From an optimization exercise on the open Yosys and OpenROAD flow, aimed at small area; shortcuts taken in it are not production practice. Only simulation tests tie the RTL to the original design; equivalence was not proved. Power and IR drop assume default switching activity.

==> flow/design.v <==
module qcv_fa (input a, input b, input c, output s, output co);
    assign {co, s} = a + b + c;
endmodule
module qcv_addsub (
    input  wire [31:0] a,
    input  wire [31:0] b,
    input  wire        sub,
    output wire [31:0] y,
    output wire        co
);
    localparam LO = 16;
    wire [31:0] bx = b ^ {32{sub}};
    wire [LO:0] cl;
    wire [32:LO] c0, c1;
    wire [31:LO] s0, s1;
    wire cn = ~cl[LO];
    assign cl[0] = sub;
    genvar i;
    generate
        for (i = 0; i < LO; i = i + 1) begin : g_lo
            qcv_fa u (.a(a[i]), .b(bx[i]), .c(cl[i]), .s(y[i]), .co(cl[i+1]));
        end
        assign c0[LO] = 1'b0;
        assign c1[LO] = 1'b1;
        for (i = LO; i < 32; i = i + 1) begin : g_hi
            qcv_fa u0 (.a(a[i]), .b(bx[i]), .c(c0[i]), .s(s0[i]), .co(c0[i+1]));
            qcv_fa u1 (.a(a[i]), .b(bx[i]), .c(c1[i]), .s(s1[i]), .co(c1[i+1]));
            qcv_ao22 um (.a1(cn), .b1(s0[i]), .a2(cl[LO]), .b2(s1[i]), .y(y[i]));
        end
    endgenerate
    qcv_ao22 umc (.a1(cn), .b1(c0[32]), .a2(cl[LO]), .b2(c1[32]), .y(co));
endmodule
module qcv_alu (
    input  wire [31:0] opa,
    input  wire [31:0] opb,
    input  wire        is_sub,
    input  wire [2:0]  f3,
    input  wire        ins30,
    input  wire        regimm,      
    input  wire        st,          
    input  wire [31:0] st_data,
    output wire [31:0] adder,
    output reg  [31:0] res,
    output wire        eq,          
    output wire [31:0] st_aligned   
);
    wire co;
    qcv_addsub u_add (.a(opa), .b(opb), .sub(is_sub), .y(adder), .co(co));
    wire sltu = ~co;
    wire slt  = (opa[31] ^ opb[31]) ? opa[31] : adder[31];
    wire [31:0] x = opa ^ opb;
    assign eq = ~|x;
    wire [4:0]  shamt = st ? {adder[1:0], 3'b000} : opb[4:0];
    wire        sh_left = st | (f3 == 3'b001);
    wire        sh_fill = ins30 & opa[31] & ~sh_left;
    wire [31:0] lsrc = st ? st_data : opa;
    wire [31:0] lsrc_rev, sh_l;
    genvar gi;
    generate
        for (gi = 0; gi < 32; gi = gi + 1) begin : g_rev
            assign lsrc_rev[gi] = lsrc[31-gi];
        end
    endgenerate
    wire [31:0] sh_in = sh_left ? lsrc_rev : opa;
    wire [63:0] sh_full = {{32{sh_fill}}, sh_in} >> shamt;
    wire [31:0] sh_r = sh_full[31:0];
    generate
        for (gi = 0; gi < 32; gi = gi + 1) begin : g_rev2
            assign sh_l[gi] = sh_r[31-gi];
        end
    endgenerate
    assign st_aligned = sh_l;
    always @(*) begin
        res = adder;
        if (regimm) begin
            case (f3)
                3'b001: res = sh_l;
                3'b010: res = {31'b0, slt};
                3'b011: res = {31'b0, sltu};
                3'b100: res = x;
                3'b101: res = sh_r;
                3'b110: res = opa | opb;
                3'b111: res = opa & opb;
                default: res = adder;
            endcase
        end
    end
endmodule
module qcv_aoi222 (input a1, input b1, input a2, input b2, input a3, input b3, output y);
    assign y = ~((a1 & b1) | (a2 & b2) | (a3 & b3));
endmodule
module qcv_ao222 (input a1, input b1, input a2, input b2, input a3, input b3, output y);
    assign y = (a1 & b1) | (a2 & b2) | (a3 & b3);
endmodule
module qcv_ao22 (input a1, input b1, input a2, input b2, output y);
    assign y = (a1 & b1) | (a2 & b2);
endmodule
module qcv_nand2 (input a, input b, output y);
    assign y = ~(a & b);
endmodule
module qcv_nand3 (input a, input b, input c, output y);
    assign y = ~(a & b & c);
endmodule
module qcv_inv (input a, output y);
    assign y = ~a;
endmodule
module qcv_or_nand4x2_nand3 (input [3:0] a, input [3:0] b, input [2:0] c, output y);
    assign y = ~(&a) | ~(&b) | ~(&c);
endmodule
module qcv_ld32 (input [31:0] d, input [31:0] q, input ld, input hold, output [31:0] y);
    genvar i;
    generate
        for (i = 0; i < 32; i = i + 1) begin : g
            qcv_ao22 u (.a1(ld), .b1(d[i]), .a2(hold), .b2(q[i]), .y(y[i]));
        end
    endgenerate
endmodule
module qcv_sel3x32 (input [31:0] a, input [31:0] b, input [31:0] c,
                    input sa, input sb, input sc, output [31:0] y);
    genvar i;
    generate
        for (i = 0; i < 32; i = i + 1) begin : g
            qcv_ao222 u (.a1(sa), .b1(a[i]), .a2(sb), .b2(b[i]), .a3(sc), .b3(c[i]), .y(y[i]));
        end
    endgenerate
endmodule
module qcv_aoi22 (input a1, input b1, input a2, input b2, output y);
    assign y = ~((a1 & b1) | (a2 & b2));
endmodule
module qcv_sel4x32 (input [31:0] a, input [31:0] b, input [31:0] c, input [31:0] d,
                    input sa, input sb, input sc, input sd, output [31:0] y);
    genvar i;
    generate
        for (i = 0; i < 32; i = i + 1) begin : g
            wire n0, n1;
            qcv_aoi22 u0 (.a1(sa), .b1(a[i]), .a2(sb), .b2(b[i]), .y(n0));
            qcv_aoi22 u1 (.a1(sc), .b1(c[i]), .a2(sd), .b2(d[i]), .y(n1));
            qcv_nand2 u2 (.a(n0), .b(n1), .y(y[i]));
        end
    endgenerate
endmodule
module qcv_rf_rdport #(parameter HAS_X = 1) (
    input  wire [991:0] rf,
    input  wire [31:1]  sel,
    input  wire [31:0]  x,
    input  wire         sel_x,
    output wire [31:0]  rdata
);
    genvar b, k;
    generate
        for (b = 0; b < 32; b = b + 1) begin : g_bit
            wire [10:0] n;
            for (k = 0; k < 10; k = k + 1) begin : g_grp
                qcv_aoi222 u_aoi (
                    .a1(sel[3*k+1]), .b1(rf[(3*k+0)*32+b]),
                    .a2(sel[3*k+2]), .b2(rf[(3*k+1)*32+b]),
                    .a3(sel[3*k+3]), .b3(rf[(3*k+2)*32+b]),
                    .y(n[k]));
            end
            if (HAS_X) begin : g_x
                qcv_aoi22 u_last (.a1(sel[31]), .b1(rf[30*32+b]), .a2(sel_x), .b2(x[b]), .y(n[10]));
            end else begin : g_nx
                qcv_nand2 u_last (.a(sel[31]), .b(rf[30*32+b]), .y(n[10]));
            end
            qcv_or_nand4x2_nand3 u_or (.a(n[3:0]), .b(n[7:4]), .c(n[10:8]), .y(rdata[b]));
        end
    endgenerate
endmodule
module qcv_csr_rdmux (
    input  wire [9*32-1:0] d,
    input  wire [8:0]      s,
    input  wire            s_misa,
    output wire [31:0]     y
);
    genvar b;
    generate
        for (b = 0; b < 32; b = b + 1) begin : g_bit
            wire [2:0] n;
            qcv_aoi222 u0 (.a1(s[0]), .b1(d[0*32+b]), .a2(s[1]), .b2(d[1*32+b]), .a3(s[2]), .b3(d[2*32+b]), .y(n[0]));
            qcv_aoi222 u1 (.a1(s[3]), .b1(d[3*32+b]), .a2(s[4]), .b2(d[4*32+b]), .a3(s[5]), .b3(d[5*32+b]), .y(n[1]));
            qcv_aoi222 u2 (.a1(s[6]), .b1(d[6*32+b]), .a2(s[7]), .b2(d[7*32+b]), .a3(s[8]), .b3(d[8*32+b]), .y(n[2]));
            if (b == 30 || b == 8) begin : g_misa
                assign y[b] = ~(n[0] & n[1] & n[2]) | s_misa;
            end else begin : g_plain
                assign y[b] = ~(n[0] & n[1] & n[2]);
            end
        end
    endgenerate
endmodule
module qcv_rv32i_core (
    input  wire        clk_i,
    input  wire        rst_ni,
    input  wire [31:0] hart_id_i,
    input  wire [31:0] boot_addr_i,
    output wire        instr_req_o,
    input  wire        instr_gnt_i,
    input  wire        instr_rvalid_i,
    output wire [31:0] instr_addr_o,
    input  wire [31:0] instr_rdata_i,
    input  wire        instr_err_i,
    output wire        data_req_o,
    input  wire        data_gnt_i,
    input  wire        data_rvalid_i,
    output wire        data_we_o,
    output wire [3:0]  data_be_o,
    output wire [31:0] data_addr_o,
    output wire [31:0] data_wdata_o,
    input  wire [31:0] data_rdata_i,
    input  wire        data_err_i,
    output wire        irq_pending_o,
    output wire        core_busy_o
);
    reg  [31:0] fifo_rdata0, fifo_rdata1;
    reg  [31:0] fifo_addr0, fifo_addr1;
    reg         fifo_err0, fifo_err1;
    reg         fifo_valid0, fifo_valid1;
    reg         fifo_wptr_q, fifo_rptr_q;
    reg  [1:0]  fifo_cnt_q;
    reg  [31:0] fetch_addr_q;
    reg  [1:0]  sd0;
    reg         sd1;
    reg         outst0, outst1;
    reg         disc0, disc1;
    reg         id_valid_q;
    reg         id_clr_q;       
    reg  [31:0] id_instr_q;
    reg  [31:0] id_pc_q;
    reg         id_ferr_q;
    reg         rst_req_q;
    reg         id_fsm_q;
    reg         ls_gnt_q;       
    reg         ls_rv_q;        
    reg  [29:0] ls_addr_q;
    reg  [31:0] ls_wdata_q;
    reg         ls_we_q;
    reg  [1:0]  ls_type_q;
    reg         ls_sign_q;
    reg  [1:0]  ls_off_q;
    reg  [31:0] ls_rdata_q;
    reg  [31:0] mstatus_q;
    reg  [31:0] mie_q, mip_q, mscratch_q, mcause_q, mtval_q;
    reg  [31:1] mepc_q;
    reg  [31:2] mtvec_hi_q;
    reg         mtvec_lo_q;
    reg         mstatus_v, mie_v, mip_v, mscratch_v, mcause_v, mtval_v, mepc_v;
    reg  [991:0] rf_q;
    reg  [31:1]  rf_v;
    wire [31:0] ins = id_instr_q;
    wire [6:0]  opcode = ins[6:0];
    wire [4:0]  rd     = ins[11:7];
    wire [2:0]  f3     = ins[14:12];
    wire [4:0]  rs1    = ins[19:15];
    wire [4:0]  rs2    = ins[24:20];
    wire [6:0]  f7     = ins[31:25];
    wire op_lui    = (opcode == 7'b0110111);
    wire op_auipc  = (opcode == 7'b0010111);
    wire op_jal    = (opcode == 7'b1101111);
    wire op_jalr   = (opcode == 7'b1100111);
    wire op_branch = (opcode == 7'b1100011);
    wire op_load   = (opcode == 7'b0000011);
    wire op_store  = (opcode == 7'b0100011);
    wire op_imm    = (opcode == 7'b0010011);
    wire op_reg    = (opcode == 7'b0110011);
    wire op_misc   = (opcode == 7'b0001111);
    wire op_system = (opcode == 7'b1110011);
    wire f7_zero = (f7 == 7'b0000000);
    wire f7_alt  = (f7 == 7'b0100000);
    wire sys_f3_csr = op_system & (f3[1:0] != 2'b00);    
    reg illegal_dec;
    always @(*) begin
        illegal_dec = 1'b0;
        if (op_load)  illegal_dec = (f3 == 3'b011) | (f3[2] & f3[1]);
        else if (op_store) illegal_dec = f3[2] | (f3[1] & f3[0]);
        else if (op_imm) begin
            if (f3 == 3'b001) illegal_dec = ~f7_zero;
            else if (f3 == 3'b101) illegal_dec = ~(f7_zero | f7_alt);
        end
        else if (op_reg) begin
            if (f3 == 3'b000 || f3 == 3'b101) illegal_dec = ~(f7_zero | f7_alt);
            else illegal_dec = ~f7_zero;
        end
        else if (op_system) begin
            if (f3 == 3'b100) illegal_dec = 1'b1;
            else if (f3 == 3'b000)
                illegal_dec = ~((ins[31:20] == 12'h000) | (ins[31:20] == 12'h001) |
                                (ins[31:20] == 12'h302) | (ins[31:20] == 12'h7b2) |
                                (ins[31:20] == 12'h105));
        end
        else if (!(op_lui | op_auipc | op_jal | op_jalr | op_branch | op_misc))
            illegal_dec = 1'b1;
    end
    wire data_req_dec = op_load | op_store;
    wire jump_dec     = op_jal | op_jalr | (op_misc & (f3 == 3'b001));
    function f_use_rs1(input [31:0] i);
        f_use_rs1 = (i[6:0] == 7'b1100011) | (i[6:0] == 7'b0000011) |
                    (i[6:0] == 7'b0100011) | (i[6:0] == 7'b0010011) | (i[6:0] == 7'b0110011) |
                    ((i[6:0] == 7'b1110011) & ~i[14] & (i[13:12] != 2'b00));
    endfunction
    function f_use_rs2(input [31:0] i);
        f_use_rs2 = (i[6:0] == 7'b1100011) | (i[6:0] == 7'b0100011) | (i[6:0] == 7'b0110011);
    endfunction
    function f_sel_pc(input [31:0] i);
        f_sel_pc = (i[6:0] == 7'b0010111) | (i[6:0] == 7'b1101111) | (i[6:0] == 7'b1100111);
    endfunction
    reg use_rs1, use_rs2, sel_pc;
    wire wr_class = op_lui | op_auipc | op_jal | op_jalr | op_load | op_imm | op_reg | sys_f3_csr;
    wire [31:0] rf_wdata;
    wire        rf_we;
    wire [31:0] rf_rdata_a, rf_rdata_b;
    wire [31:1] sel_a, sel_b, sel_an, sel_bn, rf_wen, rf_wn, rf_hold;
    wire [3:0] ra_h, rb_h, w_h;
    wire [7:0] ra_l, rb_l, w_l;
    genvar gi;
    generate
        for (gi = 0; gi < 4; gi = gi + 1) begin : g_pdh
            assign ra_h[gi] = use_rs1 & (rs1[4:3] == gi);
            assign rb_h[gi] = use_rs2 & (rs2[4:3] == gi);
            assign w_h[gi]  = rf_we & wr_class & ~id_clr_q & (rd[4:3] == gi);
        end
        for (gi = 0; gi < 8; gi = gi + 1) begin : g_pdl
            assign ra_l[gi] = (rs1[2:0] == gi);
            assign rb_l[gi] = (rs2[2:0] == gi);
            assign w_l[gi]  = (rd[2:0] == gi);
        end
        for (gi = 1; gi < 32; gi = gi + 1) begin : g_rf
            qcv_nand3 u_san (.a(ra_h[gi/8]), .b(ra_l[gi%8]), .c(rf_v[gi]), .y(sel_an[gi]));
            qcv_inv   u_sa  (.a(sel_an[gi]), .y(sel_a[gi]));
            qcv_nand3 u_sbn (.a(rb_h[gi/8]), .b(rb_l[gi%8]), .c(rf_v[gi]), .y(sel_bn[gi]));
            qcv_inv   u_sb  (.a(sel_bn[gi]), .y(sel_b[gi]));
            qcv_nand2 u_wn  (.a(w_h[gi/8]), .b(w_l[gi%8]), .y(rf_wn[gi]));
            qcv_inv   u_we  (.a(rf_wn[gi]), .y(rf_wen[gi]));
            qcv_inv   u_wh  (.a(rf_wen[gi]), .y(rf_hold[gi]));
            wire [31:0] d;
            qcv_ld32 u_ld (.d(rf_wdata), .q(rf_q[gi*32-32 +: 32]), .ld(rf_wen[gi]), .hold(rf_hold[gi]), .y(d));
            always @(posedge clk_i) rf_q[gi*32-32 +: 32] <= d;
            always @(posedge clk_i or negedge rst_ni) begin
                if (!rst_ni) rf_v[gi] <= 1'b0;
                else if (rf_wen[gi]) rf_v[gi] <= 1'b1;
            end
        end
    endgenerate
    qcv_rf_rdport #(.HAS_X(1)) u_rd_a (.rf(rf_q), .sel(sel_a), .x(id_pc_q), .sel_x(sel_pc), .rdata(rf_rdata_a));
    qcv_rf_rdport #(.HAS_X(0)) u_rd_b (.rf(rf_q), .sel(sel_b), .x(32'b0), .sel_x(1'b0), .rdata(rf_rdata_b));
    wire ls_store_done  = ls_gnt_q & data_gnt_i & ls_we_q;
    wire lsu_rvalid     = ls_rv_q & data_rvalid_i;
    wire lsu_resp_valid = lsu_rvalid | ls_store_done;
    wire load_err  = lsu_rvalid & data_err_i;
    wire store_err = ls_store_done & data_err_i;
    wire exc_any   = id_ferr_q | illegal_dec | load_err | store_err;
    wire exc_det   = id_valid_q & exc_any;
    wire stall_id  = id_fsm_q & ~lsu_resp_valid;
    wire do_stall  = stall_id | exc_det;
    wire executing = id_valid_q & ~do_stall;
    wire [31:0] imm_i = {{20{ins[31]}}, ins[31:20]};
    wire [31:0] imm_s = {{20{ins[31]}}, ins[31:25], ins[11:7]};
    wire [31:0] imm_u = {ins[31:12], 12'b0};
    wire [31:0] imm_j = {{12{ins[31]}}, ins[19:12], ins[20], ins[30:21], 1'b0};
    wire use_imm_i = op_jalr | op_load | op_imm;
    reg  [31:0] imm;
    always @(*) begin
        imm = 32'b0;
        if (use_imm_i) imm = imm_i;
        else if (op_store) imm = imm_s;
        else if (op_lui | op_auipc) imm = imm_u;
        else if (op_jal) imm = imm_j;
    end
    wire op_b_imm = op_lui | op_auipc | op_jal | op_jalr | op_load | op_store | op_imm;
    wire [31:0] opa = rf_rdata_a;
    wire [31:0] opb = op_b_imm ? imm : rf_rdata_b;
    wire alu_regimm = op_imm | op_reg;
    wire is_sub = op_branch | (op_reg & (f3 == 3'b000) & ins[30]) |
                  (alu_regimm & (f3[2:1] == 2'b01));
    wire [31:0] adder, alu_res, st_aligned;
    wire        ops_eq;
    qcv_alu u_alu (.opa(opa), .opb(opb), .is_sub(is_sub), .f3(f3), .ins30(ins[30]),
                   .regimm(alu_regimm), .st(op_store), .st_data(rf_rdata_b),
                   .adder(adder), .res(alu_res), .eq(ops_eq), .st_aligned(st_aligned));
    wire br_cond = (f3 == 3'b000) ? ops_eq :
                   (f3 == 3'b001) ? ~ops_eq :
                   (f3 == 3'b101) | (f3 == 3'b111);
    wire take     = (op_branch & br_cond) | jump_dec;
    wire do_flush = id_valid_q & (exc_any | (~do_stall & take));
    wire [11:0] caddr = ins[31:20];
    wire a_mstatus  = (caddr == 12'h300);
    wire a_misa     = (caddr == 12'h301);
    wire a_mie      = (caddr == 12'h304);
    wire a_mtvec    = (caddr == 12'h305);
    wire a_mscratch = (caddr == 12'h340);
    wire a_mepc     = (caddr == 12'h341);
    wire a_mcause   = (caddr == 12'h342);
    wire a_mtval    = (caddr == 12'h343);
    wire a_mip      = (caddr == 12'h344);
    wire a_mhartid  = (caddr == 12'hF14);
    wire [31:0] mtvec_q = {mtvec_hi_q, 1'b0, mtvec_lo_q};
    wire [31:0] csr_rdata;
    qcv_csr_rdmux u_csr_rd (
        .d({hart_id_i, mip_q, mtval_q, mcause_q, {mepc_q, 1'b0}, mscratch_q, mtvec_q, mie_q, mstatus_q}),
        .s({a_mhartid, a_mip & mip_v, a_mtval & mtval_v, a_mcause & mcause_v, a_mepc & mepc_v,
            a_mscratch & mscratch_v, a_mtvec, a_mie & mie_v, a_mstatus & mstatus_v}),
        .s_misa(a_misa),
        .y(csr_rdata));
    wire [31:0] csr_wsrc = f3[2] ? {27'b0, rs1} : rf_rdata_a;
    wire csr_wr_op  = (f3[1:0] == 2'b01) | ((f3[1:0] != 2'b00) & (rs1 != 5'd0));
    wire csr_rw_ok  = a_mstatus | a_mie | a_mtvec | a_mscratch | a_mepc | a_mcause | a_mtval | a_mip;
    wire csr_we     = executing & op_system & csr_wr_op & csr_rw_ok;
    wire [31:0] csr_wdata = (f3[1:0] == 2'b01) ? csr_wsrc :
                            (f3[1:0] == 2'b10) ? (csr_rdata | csr_wsrc) :
                                                 (csr_rdata & ~csr_wsrc);
    wire [2:0] exc_cause = id_ferr_q ? 3'd1 : illegal_dec ? 3'd2 : load_err ? 3'd5 : 3'd7;
    wire we_mstatus  = csr_we & a_mstatus;
    wire we_mie      = csr_we & a_mie;
    wire we_mip      = csr_we & a_mip;
    wire we_mscratch = csr_we & a_mscratch;
    wire we_mtvec    = csr_we & a_mtvec;
    wire we_mepc     = csr_we & a_mepc;
    wire we_mcause   = csr_we & a_mcause;
    wire we_mtval    = csr_we & a_mtval;
    wire [31:0] mstatus_d, mstatus_t;
    qcv_ld32 u_ms (.d(csr_wdata), .q(mstatus_q), .ld(we_mstatus),
                   .hold(~we_mstatus & ~(exc_det & ~mstatus_v)), .y(mstatus_t));
    assign mstatus_d = {mstatus_t[31:13], mstatus_t[12:11] | {2{exc_det}}, mstatus_t[10:8],
                        exc_det ? (mstatus_v & mstatus_q[3]) : mstatus_t[7], mstatus_t[6:4],
                        mstatus_t[3] & ~exc_det, mstatus_t[2:0]};
    always @(posedge clk_i) mstatus_q <= mstatus_d;
    wire [31:0] mie_d, mip_d, mscratch_d, mtval_d, mcause_d, mepc_d, mtvec_d;
    qcv_ld32 u_mie (.d(csr_wdata), .q(mie_q), .ld(we_mie), .hold(~we_mie), .y(mie_d));
    qcv_ld32 u_mip (.d(csr_wdata), .q(mip_q), .ld(we_mip), .hold(~we_mip), .y(mip_d));
    qcv_ld32 u_mscr (.d(csr_wdata), .q(mscratch_q), .ld(we_mscratch), .hold(~we_mscratch), .y(mscratch_d));
    qcv_sel3x32 u_mtval (.a(id_pc_q), .b(csr_wdata), .c(mtval_q),
                         .sa(exc_det), .sb(we_mtval), .sc(~(exc_det | we_mtval)), .y(mtval_d));
    qcv_sel3x32 u_mepc (.a(id_pc_q), .b(csr_wdata), .c({mepc_q, 1'b0}),
                        .sa(exc_det), .sb(we_mepc), .sc(~(exc_det | we_mepc)), .y(mepc_d));
    wire [31:0] mcause_t;
    qcv_ld32 u_mcause (.d(csr_wdata), .q(mcause_q), .ld(we_mcause), .hold(~(exc_det | we_mcause)), .y(mcause_t));
    assign mcause_d = {mcause_t[31:3], mcause_t[2:0] | (exc_det ? exc_cause : 3'b000)};
    qcv_sel3x32 u_mtvec (.a({boot_addr_i[31:2], 2'b00}), .b(csr_wdata), .c(mtvec_q),
                         .sa(rst_req_q), .sb(we_mtvec), .sc(~(rst_req_q | we_mtvec)), .y(mtvec_d));
    always @(posedge clk_i) begin
        mie_q      <= mie_d;
        mip_q      <= mip_d;
        mscratch_q <= mscratch_d;
        mtval_q    <= mtval_d;
        mepc_q     <= mepc_d[31:1];
        mcause_q   <= mcause_d;
        mtvec_hi_q <= mtvec_d[31:2];
        mtvec_lo_q <= mtvec_d[0];
    end
    always @(posedge clk_i or negedge rst_ni) begin
        if (!rst_ni) begin
            mstatus_v <= 1'b0;
            mie_v <= 1'b0; mip_v <= 1'b0; mscratch_v <= 1'b0;
            mepc_v <= 1'b0; mcause_v <= 1'b0; mtval_v <= 1'b0;
        end else begin
            if (exc_det | we_mstatus) mstatus_v <= 1'b1;
            if (we_mie) mie_v <= 1'b1;
            if (we_mip) mip_v <= 1'b1;
            if (we_mscratch) mscratch_v <= 1'b1;
            if (exc_det | we_mepc)   mepc_v   <= 1'b1;
            if (exc_det | we_mcause) mcause_v <= 1'b1;
            if (exc_det | we_mtval)  mtval_v  <= 1'b1;
        end
    end
    wire rf_we_lsu = lsu_rvalid & ~data_err_i;
    wire rf_we_id  = executing & wr_class & ~op_load;
    assign rf_we   = rf_we_id | rf_we_lsu;
    qcv_sel3x32 u_wb (.a(ls_rdata_q), .b(csr_rdata), .c(alu_res),
                      .sa(rf_we_lsu), .sb(~rf_we_lsu & op_system), .sc(~rf_we_lsu & ~op_system),
                      .y(rf_wdata));
    always @(posedge clk_i or negedge rst_ni) begin
        if (!rst_ni) id_fsm_q <= 1'b0;
        else if (do_flush) id_fsm_q <= 1'b0;
        else id_fsm_q <= id_fsm_q ? lsu_resp_valid : (executing & data_req_dec);
    end
    wire lsu_req = executing & data_req_dec & ~id_fsm_q;
    wire ls_idle = ~ls_gnt_q & ~ls_rv_q;
    wire [1:0] ls_type = (f3[1:0] == 2'b00) ? 2'b01 : (f3[1:0] == 2'b01) ? 2'b10 : 2'b11;
    wire [1:0] aoff = adder[1:0];
    always @(posedge clk_i or negedge rst_ni) begin
        if (!rst_ni) begin
            ls_gnt_q <= 1'b0;
            ls_rv_q  <= 1'b0;
        end else begin
            if (ls_idle) ls_gnt_q <= lsu_req;
            else if (ls_gnt_q & data_gnt_i) begin
                ls_gnt_q <= 1'b0;
                ls_rv_q  <= ~ls_we_q;
            end else if (ls_rv_q & data_rvalid_i) ls_rv_q <= 1'b0;
        end
    end
    wire [31:0] ls_wd_new = st_aligned;    
    wire [31:0] ls_wdata_d, ls_addr_d, ls_misc_d;
    qcv_ld32 u_ls_wd (.d(ls_wd_new), .q(ls_wdata_q), .ld(ls_idle), .hold(~ls_idle), .y(ls_wdata_d));
    qcv_ld32 u_ls_ad (.d({2'b00, adder[31:2]}), .q({2'b00, ls_addr_q}), .ld(ls_idle), .hold(~ls_idle), .y(ls_addr_d));
    qcv_ld32 u_ls_mi (.d({26'b0, op_store, ls_type, ~f3[2], aoff}),
                      .q({26'b0, ls_we_q, ls_type_q, ls_sign_q, ls_off_q}),
                      .ld(ls_idle), .hold(~ls_idle), .y(ls_misc_d));
    always @(posedge clk_i) begin
        ls_wdata_q <= ls_wdata_d;
        ls_addr_q  <= ls_addr_d[29:0];
        {ls_we_q, ls_type_q, ls_sign_q, ls_off_q} <= ls_misc_d[6:0];
    end
    wire [31:0] rsh = data_rdata_i >> {ls_off_q, 3'b000};
    wire [31:0] ld_val = (ls_type_q == 2'b01) ? {{24{ls_sign_q & rsh[7]}}, rsh[7:0]} :
                         (ls_type_q == 2'b10) ? {{16{ls_sign_q & rsh[15]}}, rsh[15:0]} :
                         data_rdata_i;
    wire [31:0] ls_rdata_d;
    qcv_ld32 u_ls_rd (.d(ld_val), .q(ls_rdata_q), .ld(lsu_rvalid), .hold(~lsu_rvalid), .y(ls_rdata_d));
    always @(posedge clk_i or negedge rst_ni) begin
        if (!rst_ni) ls_rdata_q <= 32'b0;
        else ls_rdata_q <= ls_rdata_d;
    end
    assign data_req_o   = ls_gnt_q;
    assign data_addr_o  = {ls_addr_q, 2'b00};
    assign data_be_o    = (ls_type_q == 2'b01) ? (4'b0001 << ls_off_q) :
                          (ls_type_q == 2'b10) ? (4'b0011 << ls_off_q) : 4'b1111;
    assign data_wdata_o = ls_wdata_q;
    assign data_we_o    = ls_we_q;
    wire branch   = do_flush;
    wire id_ready = ~do_stall;
    wire fifo_empty = (fifo_cnt_q == 2'b00);
    wire fifo_full  = (fifo_cnt_q == 2'b10);
    wire fifo_pop   = ~fifo_empty & id_ready;
    wire fifo_push  = instr_rvalid_i & ~disc0;
    wire [31:0] push_addr = {fetch_addr_q[31:2] - {28'b0, sd0}, fetch_addr_q[1:0]};
    wire mem_req_ok = ~fifo_full & ~outst1;
    wire do_fetch   = mem_req_ok & instr_gnt_i;
    assign instr_req_o  = mem_req_ok;
    assign instr_addr_o = fetch_addr_q;
    always @(posedge clk_i or negedge rst_ni) begin
        if (!rst_ni) begin
            fifo_valid0 <= 1'b0;
            fifo_valid1 <= 1'b0;
            fifo_wptr_q <= 1'b0;
            fifo_rptr_q <= 1'b0;
            fifo_cnt_q  <= 2'b00;
        end else if (branch) begin
            fifo_valid0 <= 1'b0;
            fifo_valid1 <= 1'b0;
            fifo_wptr_q <= 1'b0;
            fifo_rptr_q <= 1'b0;
            fifo_cnt_q  <= 2'b00;
        end else begin
            fifo_wptr_q <= fifo_wptr_q ^ fifo_push;
            fifo_rptr_q <= fifo_rptr_q ^ fifo_pop;
            if (fifo_push & ~fifo_pop) fifo_cnt_q <= fifo_cnt_q + 2'd1;
            else if (~fifo_push & fifo_pop) fifo_cnt_q <= fifo_cnt_q - 2'd1;
            if (fifo_pop & ~fifo_rptr_q) fifo_valid0 <= 1'b0;
            else if (fifo_push & ~fifo_wptr_q) fifo_valid0 <= 1'b1;
            if (fifo_pop & fifo_rptr_q) fifo_valid1 <= 1'b0;
            else if (fifo_push & fifo_wptr_q) fifo_valid1 <= 1'b1;
        end
    end
    wire push0 = fifo_push & ~fifo_wptr_q;
    wire push1 = fifo_push & fifo_wptr_q;
    wire [31:0] f_rdata0_d, f_rdata1_d, f_addr0_d, f_addr1_d, f_err_d;
    qcv_ld32 u_fd0 (.d(instr_rdata_i), .q(fifo_rdata0), .ld(push0), .hold(~push0), .y(f_rdata0_d));
    qcv_ld32 u_fd1 (.d(instr_rdata_i), .q(fifo_rdata1), .ld(push1), .hold(~push1), .y(f_rdata1_d));
    qcv_ld32 u_fa0 (.d(push_addr), .q(fifo_addr0), .ld(push0), .hold(~push0), .y(f_addr0_d));
    qcv_ld32 u_fa1 (.d(push_addr), .q(fifo_addr1), .ld(push1), .hold(~push1), .y(f_addr1_d));
    always @(posedge clk_i) begin
        fifo_rdata0 <= f_rdata0_d;
        fifo_rdata1 <= f_rdata1_d;
        fifo_addr0  <= f_addr0_d;
        fifo_addr1  <= f_addr1_d;
        if (push0) fifo_err0 <= instr_err_i;
        if (push1) fifo_err1 <= instr_err_i;
    end
    wire f_valid = (fifo_rptr_q ? fifo_valid1 : fifo_valid0) & ~fifo_empty;
    wire f_err   = fifo_rptr_q ? fifo_err1 : fifo_err0;
    wire [31:0] fetch_addr_d;
    wire        s_exc = exc_det;
    wire        s_br  = branch & ~exc_det;
    wire        s_inc = do_fetch & ~branch;
    qcv_sel4x32 u_fetch (.a(mtvec_q), .b(adder), .c(fetch_addr_q + 32'd4), .d(fetch_addr_q),
                         .sa(s_exc), .sb(s_br), .sc(s_inc), .sd(~(branch | s_inc)), .y(fetch_addr_d));
    always @(posedge clk_i or negedge rst_ni) begin
        if (!rst_ni) fetch_addr_q <= 32'b0;
        else fetch_addr_q <= fetch_addr_d;
    end
    always @(posedge clk_i or negedge rst_ni) begin
        if (!rst_ni) begin
            outst0 <= 1'b0; outst1 <= 1'b0;
            disc0  <= 1'b0; disc1  <= 1'b0;
            sd0 <= 2'd0;
            sd1 <= 1'b0;
        end else begin
            if (do_fetch) begin
                sd0 <= {sd1, ~sd1};
                sd1 <= 1'b1;
            end else if (instr_rvalid_i) begin
                sd0 <= {1'b0, sd1};
            end
            if (branch) begin
                outst0 <= 1'b0; outst1 <= 1'b0;
                disc0  <= 1'b1; disc1  <= 1'b1;
            end else begin
                if (instr_rvalid_i | do_fetch) begin
                    outst0 <= outst1;
                    disc0  <= disc1;
                end
                if (do_fetch) begin
                    outst1 <= 1'b1;
                    disc1  <= 1'b0;
                end else if (~instr_rvalid_i) begin
                    outst1 <= outst0 & outst1;
                end else begin
                    outst1 <= 1'b0;
                end
            end
        end
    end
    wire id_load = ~branch & id_ready & f_valid;
    wire id_ld0  = id_load & ~fifo_rptr_q;
    wire id_ld1  = id_load & fifo_rptr_q;
    always @(posedge clk_i or negedge rst_ni) begin
        if (!rst_ni) begin
            id_valid_q <= 1'b0;
            id_clr_q   <= 1'b1;
            rst_req_q  <= 1'b1;
        end else begin
            rst_req_q <= 1'b0;
            if (branch) begin
                id_valid_q <= 1'b0;
                id_clr_q   <= 1'b1;
            end else if (id_ready) begin
                id_valid_q <= f_valid;
                if (f_valid) id_clr_q <= 1'b0;
            end
        end
    end
    wire [31:0] id_instr_d, id_pc_d;
    qcv_sel3x32 u_id_i (.a(fifo_rdata0), .b(fifo_rdata1), .c(id_instr_q),
                        .sa(id_ld0), .sb(id_ld1), .sc(~id_load), .y(id_instr_d));
    qcv_sel3x32 u_id_p (.a(fifo_addr0), .b(fifo_addr1), .c(id_pc_q),
                        .sa(id_ld0), .sb(id_ld1), .sc(~id_load), .y(id_pc_d));
    always @(posedge clk_i) begin
        id_instr_q <= id_instr_d;
        use_rs1    <= f_use_rs1(id_instr_d);
        sel_pc     <= f_sel_pc(id_instr_d);
        use_rs2    <= f_use_rs2(id_instr_d);
        id_pc_q    <= id_pc_d;
        if (id_load) id_ferr_q <= f_err;
    end
    assign core_busy_o   = outst0 | outst1 | mem_req_ok | ls_gnt_q | ls_rv_q;
    assign irq_pending_o = 1'b0;
endmodule
==> flow/flow/run.sh <==
#!/bin/bash
# Own layout flow: the standard ORFS flow (standard.sh) with these changes:
#  - port buffers use the smallest buffer cell
#  - before global placement, cells driving three or more pins are swapped for the
#    stronger cell of the same function and area (flow/free_upsize.tcl)
#  - timing-driven global placement keeps its repairs only from overflow 0.3 on
#  - clock tree synthesis builds the tree from clkbuf_8 cells with sink clusters
#    sized to keep flip-flop clock-pin slew well under the limit, and inserts no dummy loads
# Each tool's full output is in orfs/logs/; make's output is in own_flow.log.
set -uo pipefail
W=$(pwd)
F=$W/flow
sed "s|source \$::env(SCRIPTS_DIR)/synth.tcl|source $W/own_synth.tcl|" synth_recipe.tcl > own_synth_recipe.tcl
sed "s|^source \$::env(SCRIPTS_DIR)/synth_preamble.tcl\$|source \$::env(SCRIPTS_DIR)/synth_preamble.tcl\nset abc_args [lreplace \$abc_args 1 1 $F/abc_area.script]\nlappend abc_args -dont_use sky130_fd_sc_hd__clkinv_1 -dont_use sky130_fd_sc_hd__clkinv_2 -dont_use sky130_fd_sc_hd__clkinvlp_2|" \
    "$FLOW_HOME/scripts/synth.tcl" > own_synth.tcl
if ! grep -q "own_synth.tcl" own_synth_recipe.tcl || ! grep -q "abc_area.script" own_synth.tcl; then
    echo "could not patch the synthesis script" > own_flow.log
    exit 1
fi
bash standard.sh \
    "SYNTH_SCRIPT=$W/own_synth_recipe.tcl" \
    "BUFFER_PORTS_ARGS=-buffer_cell sky130_fd_sc_hd__buf_1" \
    "GPL_KEEP_OVERFLOW=0.3" \
    "PRE_GLOBAL_PLACE_TCL=$F/free_upsize.tcl" \
    "CTS_ARGS=-sink_clustering_enable -repair_clock_nets -dont_use_dummy_load -buf_list sky130_fd_sc_hd__clkbuf_8 -sink_clustering_size 16 -sink_clustering_max_diameter 65" \
    finish > own_flow.log 2>&1
==> flow/flow/abc_area.script <==
strash
ifraig
scorr
dc2
strash
dch -f
amap
topo
==> flow/flow/free_upsize.tcl <==
# Before global placement: a cell whose output drives several pins is swapped
# for the stronger variant of the same function that has the same area
# (inv_1 -> inv_2, o21ai_0 -> o21ai_1, ...). Area is unchanged.
set swaps {
  inv_1 inv_2  o21ai_0 o21ai_1  and2_0 and2_1  or2_0 or2_2  or2_1 or2_2
  a31o_1 a31o_2  a21boi_0 a21boi_1  o311ai_0 o311ai_1  mux2_1 mux2_2
  a21bo_1 a21bo_2  o211a_1 o211a_2  o21ba_1 o21ba_2  o221a_1 o221a_2
  or3b_1 or3b_2  or4b_1 or4b_2  and4bb_1 and4bb_2
}
set min_fanout 3
set db [ord::get_db]
set block [ord::get_db_block]
set to {}
foreach {a b} $swaps { dict set to sky130_fd_sc_hd__$a [$db findMaster sky130_fd_sc_hd__$b] }
set n 0
foreach inst [$block getInsts] {
  set m [[$inst getMaster] getName]
  if {![dict exists $to $m]} { continue }
  foreach it [$inst getITerms] {
    if {[$it isOutputSignal]} {
      set net [$it getNet]
      if {$net ne "NULL" && [llength [$net getITerms]] > $min_fanout} {
        $inst swapMaster [dict get $to $m]
        incr n
      }
    }
  }
}
puts "free_upsize: $n cells changed to a stronger cell of the same area"
==> flow/standard.sh <==
#!/bin/bash
# synth_recipe.tcl (not shown) runs the flow's synth.tcl, then flattens the netlist and writes it again
# the make line also repeats each setting of config.mk as NAME=value (left out here)
make -C /OpenROAD-flow-scripts/flow DESIGN_CONFIG=/design/flow/config.mk WORK_HOME=/design/flow/orfs CLKGATE_MAP_FILE= SYNTH_SCRIPT=/design/flow/synth_recipe.tcl "${@:-finish}"
==> flow/config.mk <==
export PLATFORM = sky130hd
export DESIGN_NAME = qcv_rv32i_core
export DESIGN_NICKNAME = qcv_rv32i_core
export VERILOG_FILES = /design/flow/design.v
export SDC_FILE = /design/flow/constraint.sdc
export NUM_CORES = 8
export LEC_CHECK = 0
export CAP_MARGIN = 20
export CORE_MARGIN = 2
export CORE_UTILIZATION = 40
export SLEW_MARGIN = 20
export SYNTH_HIERARCHICAL = 1
export SYNTH_MINIMUM_KEEP_SIZE = 0
==> flow/constraint.sdc <==
create_clock -name core_clock -period 15.0 [get_ports {clk_i}]
set_input_delay 3.0000 -clock core_clock [delete_from_list [all_inputs] [get_ports {clk_i}]]
set_output_delay 3.0000 -clock core_clock [all_outputs]
set_load 0.01 [all_outputs]
==> metrics.yaml, run 1 <==
finalCriticalPeriod_ns: 13.73
grt.overflow.total: 0
final-seq-area_um2: 33330
p_leak_nw: 29.28
dieArea_um2: 175100
rows: 152
total_power_mw: 9.871
cts_setup_buffers: 0
htree_levels: 4
rsz0062_at_grt: "false"
clock-sinks: 1633
hold_class: "flop to flop"
clk_path_buf_depth: 3
critical_path.slowest_cell: "a222oi_1"
gp_congestion: 1.071
worst_hold_slack_ns: 0.4509
cap_violations: 0
syn_area_um2: 68730
path_common_cell: "fa_1"
mostFrequentLayoutCells: "dfxtp_1 (1508), a22o_1 (1400), a222oi_1 (930)"
dp_cells: 9104
drc: 0
fp.dieW_um: 418.5
hold_start: "fifo_addr0[5]"
reg2reg_from: "id_instr_q[20]"
crit_type: "flop to flop"
nFillCells: 16484
fin_setup_tns_ns: 0
grt_util_all_layers_pct: 37.43
place_ws_ns: 1.875
portBuffers: 235
grt_max_degree: 109
fin_ws_ns: 1.269
grt_pass1_vias: 62961
nets: 7268
yosys_warnings: 8
worstSetupStartpointType: "flop"
crit_start: "id_instr_q[20]"
fin_skew_ns: 0.1099
multiInputGateArea_um2: 33460
clkTransAtPathRegs_ns: 0.10
outcome: "finished clean"
postSynthAreaPerCell_um2: 10.66
dp_hpwl_um: 223900
root_buffer: "clkbuf_8"
critPathMaxFanout: 31
final_cells: 9248
final_common_cell: "dfxtp_1"
crit_arrival_ns: 14.54
post_cts_resize_count: 0
drtPass1Iterations: 14
critical-path-max-stage-delay_ns: 1.04
dieHeight_um: 418.5
ir_drop_v: 0.0001130
cts-buffers-inserted: 133
netlist_instances: 6450
worstMarginPinSlew_ns: 1.350
finalSetupViolCount: 0
vias: 69046
ctsHoldBuffers: 0
routedWlPerCell_um: 37.21
grt_pass1_wl_um: 479400
io_pins: 241
end_kind: "flop"
viasPerCell: 7.466
cts_tree: "yes"
drt-total-wl_um: 344100
ant_nets: 0
relSlewSlack_pct: 9.986
required_ns: 15.81
drive_above_1_share_pct: 9.422
syn2layout_area_growth_pct: 10.61
final_hold_viol_count: 0
drt_iter0_drc: 14706
initial_core_util_pct: 40.15
p_per_area_nw_per_um2: 129.8
antenna_found_initial: 18
clk_latency_ns: 0.97
timing.final.max_slew_violations: 0
max_clock_freq_mhz: 72.83
fin_crit_sh_pct: 91.54
core_area_um2: 171200
worst max-delay path: cells and delay by family, from the launching register on:
family	cells	cell delay, ns
and+or+nand+nor	7	1.70
AOI/OAI and AO/OA	7	3.01
adders and majority gates	16	6.98
buffers and inverters	5	1.30
DFF	1	0.58
worst paths after layout:
| path | depth (start not counted) | slack, ns | endpoint |
|---|---|---|---|
| setup reg to reg | 35 | 1.27 | rf_q[23] |
| max in group asynchronous | 3 | 11.01 | rf_v[12] |
| min in group asynchronous | 1 | 2.04 | ls_rdata_q[22] |
| setup / recovery | 35 | 1.27 | rf_q[23] |
| hold reg to reg | 2 | 0.45 | id_pc_q[5] |
| hold / removal | 2 | 0.45 | id_pc_q[5] |
flip-flops by register name (all words and copies together), names as in the netlist, 30 cells and up:
register	cells
rf_q	992
fetch_addr_q	32
fifo_addr0	32
fifo_addr1	32
fifo_rdata0	32
fifo_rdata1	32
id_instr_q	32
id_pc_q	32
ls_rdata_q	32
ls_wdata_q	32
mcause_q	32
mie_q	32
mip_q	32
mscratch_q	32
mstatus_q	32
mtval_q	32
mepc_q	31
rf_v	31
ls_addr_q	30
mtvec_hi_q	30
layer usage:
layer / GRT usage [%] / wire, um / vias up
li1: - / - / 28450
met1: 47.10 / 124900 / 34094
met2: 55.37 / 145600 / 5464
met3: 9.728 / 44460 / 1022
met4: 27.06 / 29060 / 16
met5: 0 / 115 / -
final cells by class:
| type | count | share of cell area [%] |
|---|---|---|
| sequential | 1633 | 43.85 |
| clock buffer | 133 | 2.408 |
| inverter | 611 | 3.017 |
| timing repair buffer | 420 | 3.009 |
| multi-input combinational | 4208 | 44.01 |
| tap | 2233 | 3.675 |
| antenna | 10 | 0.03292 |
metrics by stage:
step           utilization, %  area (um2)
6_report                44.41       76020
5_1_grt                 44.41       76010
4_1_cts                 44.39       75980
3_5_place_dp            43.32       74140
3_3_place_gp            43.31       74130
2_1_floorplan               -       68750
report_power, final:
part	switching (mW)	internal [mW]	total, mW
combinational	1.58	0.701	2.28
clock	1.48	0.795	2.28
sequential	0.548	4.77	5.31
total	3.61	6.26	9.87
==> inputs of run 2 (changes only) <==
--- a/flow/design.v
+++ b/flow/design.v
@@ -115,6 +115,12 @@
         end
     endgenerate
 endmodule
+module qcv_ld32b (input [31:0] d, input [31:0] q, input ldn, input holdn, output [31:0] y);
+    wire ld, hold;
+    qcv_inv u_l (.a(ldn), .y(ld));
+    qcv_inv u_h (.a(holdn), .y(hold));
+    qcv_ld32 u (.d(d), .q(q), .ld(ld), .hold(hold), .y(y));
+endmodule
 module qcv_sel3x32 (input [31:0] a, input [31:0] b, input [31:0] c,
                     input sa, input sb, input sc, output [31:0] y);
     genvar i;
@@ -139,6 +145,23 @@
         end
     endgenerate
 endmodule
+module qcv_sel3x32b (input [31:0] a, input [31:0] b, input [31:0] c,
+                     input san, input sbn, input scn, output [31:0] y);
+    wire sa, sb, sc;
+    qcv_inv u_a (.a(san), .y(sa));
+    qcv_inv u_b (.a(sbn), .y(sb));
+    qcv_inv u_c (.a(scn), .y(sc));
+    qcv_sel3x32 u (.a(a), .b(b), .c(c), .sa(sa), .sb(sb), .sc(sc), .y(y));
+endmodule
+module qcv_sel4x32b (input [31:0] a, input [31:0] b, input [31:0] c, input [31:0] d,
+                     input san, input sbn, input scn, input sdn, output [31:0] y);
+    wire sa, sb, sc, sd;
+    qcv_inv u_a (.a(san), .y(sa));
+    qcv_inv u_b (.a(sbn), .y(sb));
+    qcv_inv u_c (.a(scn), .y(sc));
+    qcv_inv u_d (.a(sdn), .y(sd));
+    qcv_sel4x32 u (.a(a), .b(b), .c(c), .d(d), .sa(sa), .sb(sb), .sc(sc), .sd(sd), .y(y));
+endmodule
 module qcv_rf_rdport #(parameter HAS_X = 1) (
     input  wire [991:0] rf,
     input  wire [31:1]  sel,
@@ -416,25 +439,25 @@
     wire we_mcause   = csr_we & a_mcause;
     wire we_mtval    = csr_we & a_mtval;
     wire [31:0] mstatus_d, mstatus_t;
-    qcv_ld32 u_ms (.d(csr_wdata), .q(mstatus_q), .ld(we_mstatus),
-                   .hold(~we_mstatus & ~(exc_det & ~mstatus_v)), .y(mstatus_t));
+    qcv_ld32b u_ms (.d(csr_wdata), .q(mstatus_q), .ldn(~we_mstatus),
+                    .holdn(we_mstatus | (exc_det & ~mstatus_v)), .y(mstatus_t));
     assign mstatus_d = {mstatus_t[31:13], mstatus_t[12:11] | {2{exc_det}}, mstatus_t[10:8],
                         exc_det ? (mstatus_v & mstatus_q[3]) : mstatus_t[7], mstatus_t[6:4],
                         mstatus_t[3] & ~exc_det, mstatus_t[2:0]};
     always @(posedge clk_i) mstatus_q <= mstatus_d;
     wire [31:0] mie_d, mip_d, mscratch_d, mtval_d, mcause_d, mepc_d, mtvec_d;
-    qcv_ld32 u_mie (.d(csr_wdata), .q(mie_q), .ld(we_mie), .hold(~we_mie), .y(mie_d));
-    qcv_ld32 u_mip (.d(csr_wdata), .q(mip_q), .ld(we_mip), .hold(~we_mip), .y(mip_d));
-    qcv_ld32 u_mscr (.d(csr_wdata), .q(mscratch_q), .ld(we_mscratch), .hold(~we_mscratch), .y(mscratch_d));
-    qcv_sel3x32 u_mtval (.a(id_pc_q), .b(csr_wdata), .c(mtval_q),
-                         .sa(exc_det), .sb(we_mtval), .sc(~(exc_det | we_mtval)), .y(mtval_d));
-    qcv_sel3x32 u_mepc (.a(id_pc_q), .b(csr_wdata), .c({mepc_q, 1'b0}),
-                        .sa(exc_det), .sb(we_mepc), .sc(~(exc_det | we_mepc)), .y(mepc_d));
+    qcv_ld32b u_mie (.d(csr_wdata), .q(mie_q), .ldn(~we_mie), .holdn(we_mie), .y(mie_d));
+    qcv_ld32b u_mip (.d(csr_wdata), .q(mip_q), .ldn(~we_mip), .holdn(we_mip), .y(mip_d));
+    qcv_ld32b u_mscr (.d(csr_wdata), .q(mscratch_q), .ldn(~we_mscratch), .holdn(we_mscratch), .y(mscratch_d));
+    qcv_sel3x32b u_mtval (.a(id_pc_q), .b(csr_wdata), .c(mtval_q),
+                          .san(~exc_det), .sbn(~we_mtval), .scn(exc_det | we_mtval), .y(mtval_d));
+    qcv_sel3x32b u_mepc (.a(id_pc_q), .b(csr_wdata), .c({mepc_q, 1'b0}),
+                         .san(~exc_det), .sbn(~we_mepc), .scn(exc_det | we_mepc), .y(mepc_d));
     wire [31:0] mcause_t;
-    qcv_ld32 u_mcause (.d(csr_wdata), .q(mcause_q), .ld(we_mcause), .hold(~(exc_det | we_mcause)), .y(mcause_t));
+    qcv_ld32b u_mcause (.d(csr_wdata), .q(mcause_q), .ldn(~we_mcause), .holdn(exc_det | we_mcause), .y(mcause_t));
     assign mcause_d = {mcause_t[31:3], mcause_t[2:0] | (exc_det ? exc_cause : 3'b000)};
-    qcv_sel3x32 u_mtvec (.a({boot_addr_i[31:2], 2'b00}), .b(csr_wdata), .c(mtvec_q),
-                         .sa(rst_req_q), .sb(we_mtvec), .sc(~(rst_req_q | we_mtvec)), .y(mtvec_d));
+    qcv_sel3x32b u_mtvec (.a({boot_addr_i[31:2], 2'b00}), .b(csr_wdata), .c(mtvec_q),
+                          .san(~rst_req_q), .sbn(~we_mtvec), .scn(rst_req_q | we_mtvec), .y(mtvec_d));
     always @(posedge clk_i) begin
         mie_q      <= mie_d;
         mip_q      <= mip_d;
@@ -463,9 +486,9 @@
     wire rf_we_lsu = lsu_rvalid & ~data_err_i;
     wire rf_we_id  = executing & wr_class & ~op_load;
     assign rf_we   = rf_we_id | rf_we_lsu;
-    qcv_sel3x32 u_wb (.a(ls_rdata_q), .b(csr_rdata), .c(alu_res),
-                      .sa(rf_we_lsu), .sb(~rf_we_lsu & op_system), .sc(~rf_we_lsu & ~op_system),
-                      .y(rf_wdata));
+    qcv_sel3x32b u_wb (.a(ls_rdata_q), .b(csr_rdata), .c(alu_res),
+                       .san(~rf_we_lsu), .sbn(rf_we_lsu | ~op_system), .scn(rf_we_lsu | op_system),
+                       .y(rf_wdata));
     always @(posedge clk_i or negedge rst_ni) begin
         if (!rst_ni) id_fsm_q <= 1'b0;
         else if (do_flush) id_fsm_q <= 1'b0;
@@ -489,11 +512,11 @@
     end
     wire [31:0] ls_wd_new = st_aligned;    
     wire [31:0] ls_wdata_d, ls_addr_d, ls_misc_d;
-    qcv_ld32 u_ls_wd (.d(ls_wd_new), .q(ls_wdata_q), .ld(ls_idle), .hold(~ls_idle), .y(ls_wdata_d));
-    qcv_ld32 u_ls_ad (.d({2'b00, adder[31:2]}), .q({2'b00, ls_addr_q}), .ld(ls_idle), .hold(~ls_idle), .y(ls_addr_d));
-    qcv_ld32 u_ls_mi (.d({26'b0, op_store, ls_type, ~f3[2], aoff}),
-                      .q({26'b0, ls_we_q, ls_type_q, ls_sign_q, ls_off_q}),
-                      .ld(ls_idle), .hold(~ls_idle), .y(ls_misc_d));
+    qcv_ld32b u_ls_wd (.d(ls_wd_new), .q(ls_wdata_q), .ldn(~ls_idle), .holdn(ls_idle), .y(ls_wdata_d));
+    qcv_ld32b u_ls_ad (.d({2'b00, adder[31:2]}), .q({2'b00, ls_addr_q}), .ldn(~ls_idle), .holdn(ls_idle), .y(ls_addr_d));
+    qcv_ld32b u_ls_mi (.d({26'b0, op_store, ls_type, ~f3[2], aoff}),
+                       .q({26'b0, ls_we_q, ls_type_q, ls_sign_q, ls_off_q}),
+                       .ldn(~ls_idle), .holdn(ls_idle), .y(ls_misc_d));
     always @(posedge clk_i) begin
         ls_wdata_q <= ls_wdata_d;
         ls_addr_q  <= ls_addr_d[29:0];
@@ -504,7 +527,7 @@
                          (ls_type_q == 2'b10) ? {{16{ls_sign_q & rsh[15]}}, rsh[15:0]} :
                          data_rdata_i;
     wire [31:0] ls_rdata_d;
-    qcv_ld32 u_ls_rd (.d(ld_val), .q(ls_rdata_q), .ld(lsu_rvalid), .hold(~lsu_rvalid), .y(ls_rdata_d));
+    qcv_ld32b u_ls_rd (.d(ld_val), .q(ls_rdata_q), .ldn(~lsu_rvalid), .holdn(lsu_rvalid), .y(ls_rdata_d));
     always @(posedge clk_i or negedge rst_ni) begin
         if (!rst_ni) ls_rdata_q <= 32'b0;
         else ls_rdata_q <= ls_rdata_d;
@@ -553,10 +576,10 @@
     wire push0 = fifo_push & ~fifo_wptr_q;
     wire push1 = fifo_push & fifo_wptr_q;
     wire [31:0] f_rdata0_d, f_rdata1_d, f_addr0_d, f_addr1_d, f_err_d;
-    qcv_ld32 u_fd0 (.d(instr_rdata_i), .q(fifo_rdata0), .ld(push0), .hold(~push0), .y(f_rdata0_d));
-    qcv_ld32 u_fd1 (.d(instr_rdata_i), .q(fifo_rdata1), .ld(push1), .hold(~push1), .y(f_rdata1_d));
-    qcv_ld32 u_fa0 (.d(push_addr), .q(fifo_addr0), .ld(push0), .hold(~push0), .y(f_addr0_d));
-    qcv_ld32 u_fa1 (.d(push_addr), .q(fifo_addr1), .ld(push1), .hold(~push1), .y(f_addr1_d));
+    qcv_ld32b u_fd0 (.d(instr_rdata_i), .q(fifo_rdata0), .ldn(~push0), .holdn(push0), .y(f_rdata0_d));
+    qcv_ld32b u_fd1 (.d(instr_rdata_i), .q(fifo_rdata1), .ldn(~push1), .holdn(push1), .y(f_rdata1_d));
+    qcv_ld32b u_fa0 (.d(push_addr), .q(fifo_addr0), .ldn(~push0), .holdn(push0), .y(f_addr0_d));
+    qcv_ld32b u_fa1 (.d(push_addr), .q(fifo_addr1), .ldn(~push1), .holdn(push1), .y(f_addr1_d));
     always @(posedge clk_i) begin
         fifo_rdata0 <= f_rdata0_d;
         fifo_rdata1 <= f_rdata1_d;
@@ -571,8 +594,8 @@
     wire        s_exc = exc_det;
     wire        s_br  = branch & ~exc_det;
     wire        s_inc = do_fetch & ~branch;
-    qcv_sel4x32 u_fetch (.a(mtvec_q), .b(adder), .c(fetch_addr_q + 32'd4), .d(fetch_addr_q),
-                         .sa(s_exc), .sb(s_br), .sc(s_inc), .sd(~(branch | s_inc)), .y(fetch_addr_d));
+    qcv_sel4x32b u_fetch (.a(mtvec_q), .b(adder), .c(fetch_addr_q + 32'd4), .d(fetch_addr_q),
+                          .san(~s_exc), .sbn(~s_br), .scn(~s_inc), .sdn(branch | s_inc), .y(fetch_addr_d));
     always @(posedge clk_i or negedge rst_ni) begin
         if (!rst_ni) fetch_addr_q <= 32'b0;
         else fetch_addr_q <= fetch_addr_d;
@@ -629,10 +652,10 @@
         end
     end
     wire [31:0] id_instr_d, id_pc_d;
-    qcv_sel3x32 u_id_i (.a(fifo_rdata0), .b(fifo_rdata1), .c(id_instr_q),
-                        .sa(id_ld0), .sb(id_ld1), .sc(~id_load), .y(id_instr_d));
-    qcv_sel3x32 u_id_p (.a(fifo_addr0), .b(fifo_addr1), .c(id_pc_q),
-                        .sa(id_ld0), .sb(id_ld1), .sc(~id_load), .y(id_pc_d));
+    qcv_sel3x32b u_id_i (.a(fifo_rdata0), .b(fifo_rdata1), .c(id_instr_q),
+                         .san(~id_ld0), .sbn(~id_ld1), .scn(id_load), .y(id_instr_d));
+    qcv_sel3x32b u_id_p (.a(fifo_addr0), .b(fifo_addr1), .c(id_pc_q),
+                         .san(~id_ld0), .sbn(~id_ld1), .scn(id_load), .y(id_pc_d));
     always @(posedge clk_i) begin
         id_instr_q <= id_instr_d;
         use_rs1    <= f_use_rs1(id_instr_d);
==> run 2 against run 1 <==
Still clean. Core utilization down 0.20 points. Hold slack worse by 0.0029 ns. Routed wire length down 3.3%. Non-clock buffer count down 28. Combinational power down 6%. Worst setup slack better by 0.18 ns. First-iteration DRC count up 6.8%. Die area up 0.19%. Flip-flop and latch count unchanged. Highest routed layer unchanged.
==> metrics.yaml, run 2 <==
grt_pass1_vias: 63270  # +0.49%
largest-register: "rf_q"
syn2layout_area_growth_pct: 10.03
mostFrequentLayoutCells: "dfxtp_1 (1508), a22o_1 (1400), a222oi_1 (932)"
netlist_instances: 6494  # +0.68%
dieHeight_um: 418.9  # about the same
gp_congestion: 1.046  # -2.3%
yosys_warnings: 8  # unchanged
drt_iter0_drc: 15711  # +6.8%
total_power_mw: 9.659  # -2.1%
dieArea_um2: 175500  # +0.19%
fin_ws_ns: 1.451  # +0.1825 ns
drtPass1Iterations: 12  # -2
ir_drop_v: 0.0001088  # -3.7%
relSlewSlack_pct: 19.08  # +9.1 points
root_buffer: "clkbuf_8"
clock-sinks: 1633  # unchanged
viasPerCell: 7.402  # -0.86%
grt_pass1_wl_um: 466700  # -2.6%
critical-path-max-stage-delay_ns: 0.67  # -0.37 ns
max_clock_freq_mhz: 73.81  # +1.3%
core_area_um2: 171400  # +0.11%
p_per_area_nw_per_um2: 127.5  # -1.8%
crit_start: "id_instr_q[20]"
ant_nets: 0  # unchanged
required_ns: 15.83  # +0.02 ns
largest_reg_flops: 992  # unchanged
nets: 7282  # +0.19%
crit_arrival_ns: 14.38  # -0.16 ns
initial_core_util_pct: 40.18  # about the same
syn_area_um2: 68860  # +0.19%
place_ws_ns: 2.018  # +0.1433 ns
fin_skew_ns: 0.1082  # -0.001699 ns
grt_util_all_layers_pct: 36.13  # -1.3 points
rows: 152  # unchanged
grt_max_degree: 67  # -39%
finalSetupViolCount: 0  # unchanged
worstMarginPinSlew_ns: 1.211  # -0.1390 ns
drive_above_1_share_pct: 9.189  # -0.23 points
vias: 69096  # +0.072%
portBuffers: 235  # unchanged
clkTransAtPathRegs_ns: 0.10  # about the same
htree_levels: 4  # unchanged
drc: 0  # unchanged
clk_path_buf_depth: 3  # unchanged
final_common_cell: "dfxtp_1"
drt-total-wl_um: 332600  # -3.3%
cts-buffers-inserted: 131  # -1.5%
crit_type: "flop to flop"
reg2reg_from: "id_instr_q[20]"
io_pins: 241  # unchanged
hold_class: "flop to flop"
fin_crit_sh_pct: 90.33  # -1.2 points
finalCriticalPeriod_ns: 13.55  # -0.1825 ns
rsz0062_at_grt: "false"
outcome: "finished clean"
post_cts_resize_count: 0  # unchanged
hold_start: "fifo_addr0[27]"
fp.dieW_um: 418.9  # about the same
nFillCells: 16458  # -0.16%
cap_violations: 0  # unchanged
cts_tree: "yes"
clk_latency_ns: 0.97  # about the same
routedWlPerCell_um: 35.63  # -4.2%
dp_hpwl_um: 218400  # -2.4%
timing.final.max_slew_violations: 0  # unchanged
critical_path.slowest_cell: "fa_1"
worstSetupStartpointType: "flop"
fin_setup_tns_ns: 0  # unchanged
end_kind: "flop"
final_hold_viol_count: 0  # unchanged
critPathMaxFanout: 31  # unchanged
cts_setup_buffers: 0  # unchanged
p_leak_nw: 29.32  # +0.15%
ctsHoldBuffers: 0  # unchanged
path_common_cell: "fa_1"
grt.overflow.total: 0  # unchanged
postSynthAreaPerCell_um2: 10.60  # -0.49%
antenna_found_initial: 11  # -7
-- run 2: cell types whose count changed in the layout (fill, tap and decap cells not counted), moves of 8 or more --
cell     delta
nor2_1      -8
o21ai_1    +12
a221o_1    -12
inv_2      +43
a21oi_1     +9
buf_4      -26
nor2_4     -19
nand2_1    +15
-- run 2: per-stage QoR --
| stage | utilization [%] | hold slack [ns] | instances | cell area [um2] |
|---|---|---|---|---|
| 2_1_floorplan | - | 0.4239 | 6501 | 68880 |
| 5_1_grt | 44.21 | 0.4651 | 9331 | 75760 |
| 3_3_place_gp | 43.14 | 0.4447 | 9198 | 73930 |
| 3_5_place_dp | 43.15 | 0.4488 | 9198 | 73940 |
| 6_report | 44.22 | 0.4480 | 9335 | 75770 |
| 4_1_cts | 44.20 | 0.4505 | 9329 | 75750 |
-- run 2: final cells by class --
class                           instances  area [um2]  share of cell area, %
Tap cell                             2310        2890                  3.815
Timing Repair Buffer                  392        2064                  2.725
Clock buffer                          131        1803                  2.380
Antenna cell                            6       15.01                0.01982
Inverter                              659        2474                  3.265
Multi-Input combinational cell       4204       33190                  43.80
Sequential cell                      1633       33330                  43.99
-- run 2: worst paths after layout --
check                                   end  slack [ns]  cells past startpoint
max                               rf_q[800]        1.45                     40
min                             id_pc_q[27]        0.45                      2
max reg2reg                       rf_q[800]        1.45                     40
min reg2reg                     id_pc_q[27]        0.45                      2
max in group asynchronous    ls_rdata_q[25]       11.12                      3
min in group asynchronous  fetch_addr_q[22]        1.97                      1
-- run 2: power breakdown --
| group | total (mW) | internal [mW] | switching, mW |
|---|---|---|---|
| logic | 2.15 | 0.658 | 1.50 |
| registers | 5.24 | 4.77 | 0.471 |
| clock network | 2.26 | 0.784 | 1.48 |
| total | 9.66 | 6.21 | 3.44 |
-- run 2: critical path, delay by kind of cell (launching register included) --
family | cells | cell delay (ns)
adder cells (fa/ha/maj) | 16 | 6.81
AO/OA/AOI/OAI | 10 | 2.56
buffers and inverters | 4 | 1.23
flip-flops | 1 | 0.65
AND/OR/NAND/NOR | 10 | 2.18
-- run 2: routing by layer --
layer | vias to the layer above | part of all wire, % | wire (um) | global-route usage (%)
met3 | 1080 | 13 | 44430 | 10.15
met5 | - | 0.034 | 113 | 0
li1 | 28416 | - | - | -
met1 | 33925 | 37 | 122600 | 46.18
met2 | 5665 | 42 | 140700 | 53.78
met4 | 10 | 7.4 | 24700 | 22.23

-- separate check: timing with driven ports --
The results above use ideal ports. As a check the final layouts listed here were re-extracted and re-timed, cells and wires unchanged. Step 1 (the two cells are an assumption about what drives the block):
set clk [get_ports {clk_i}]
set_driving_cell -lib_cell sky130_fd_sc_hd__clkbuf_16 $clk
set_driving_cell -lib_cell sky130_fd_sc_hd__buf_2 [delete_from_list [all_inputs] $clk]
Step 2 times the ports against the registers' clock, not the clock port: input delays grow and output delays shrink by t, the midpoint of the rising clock arrivals with the driver on. a / b / c = ideal ports / drivers / drivers and shift; a / b = the first two.
| run | t (ns) | setup WS [ns] | cell pins on the clock port's net |
|---|---|---|---|
| run 1 | 1.003 | 1.269 / 1.269 / 1.269 | 1 |
| run 2 | 0.992 | 1.451 / 1.451 / 1.451 | 1 |
After both steps every run listed still meets setup and hold.
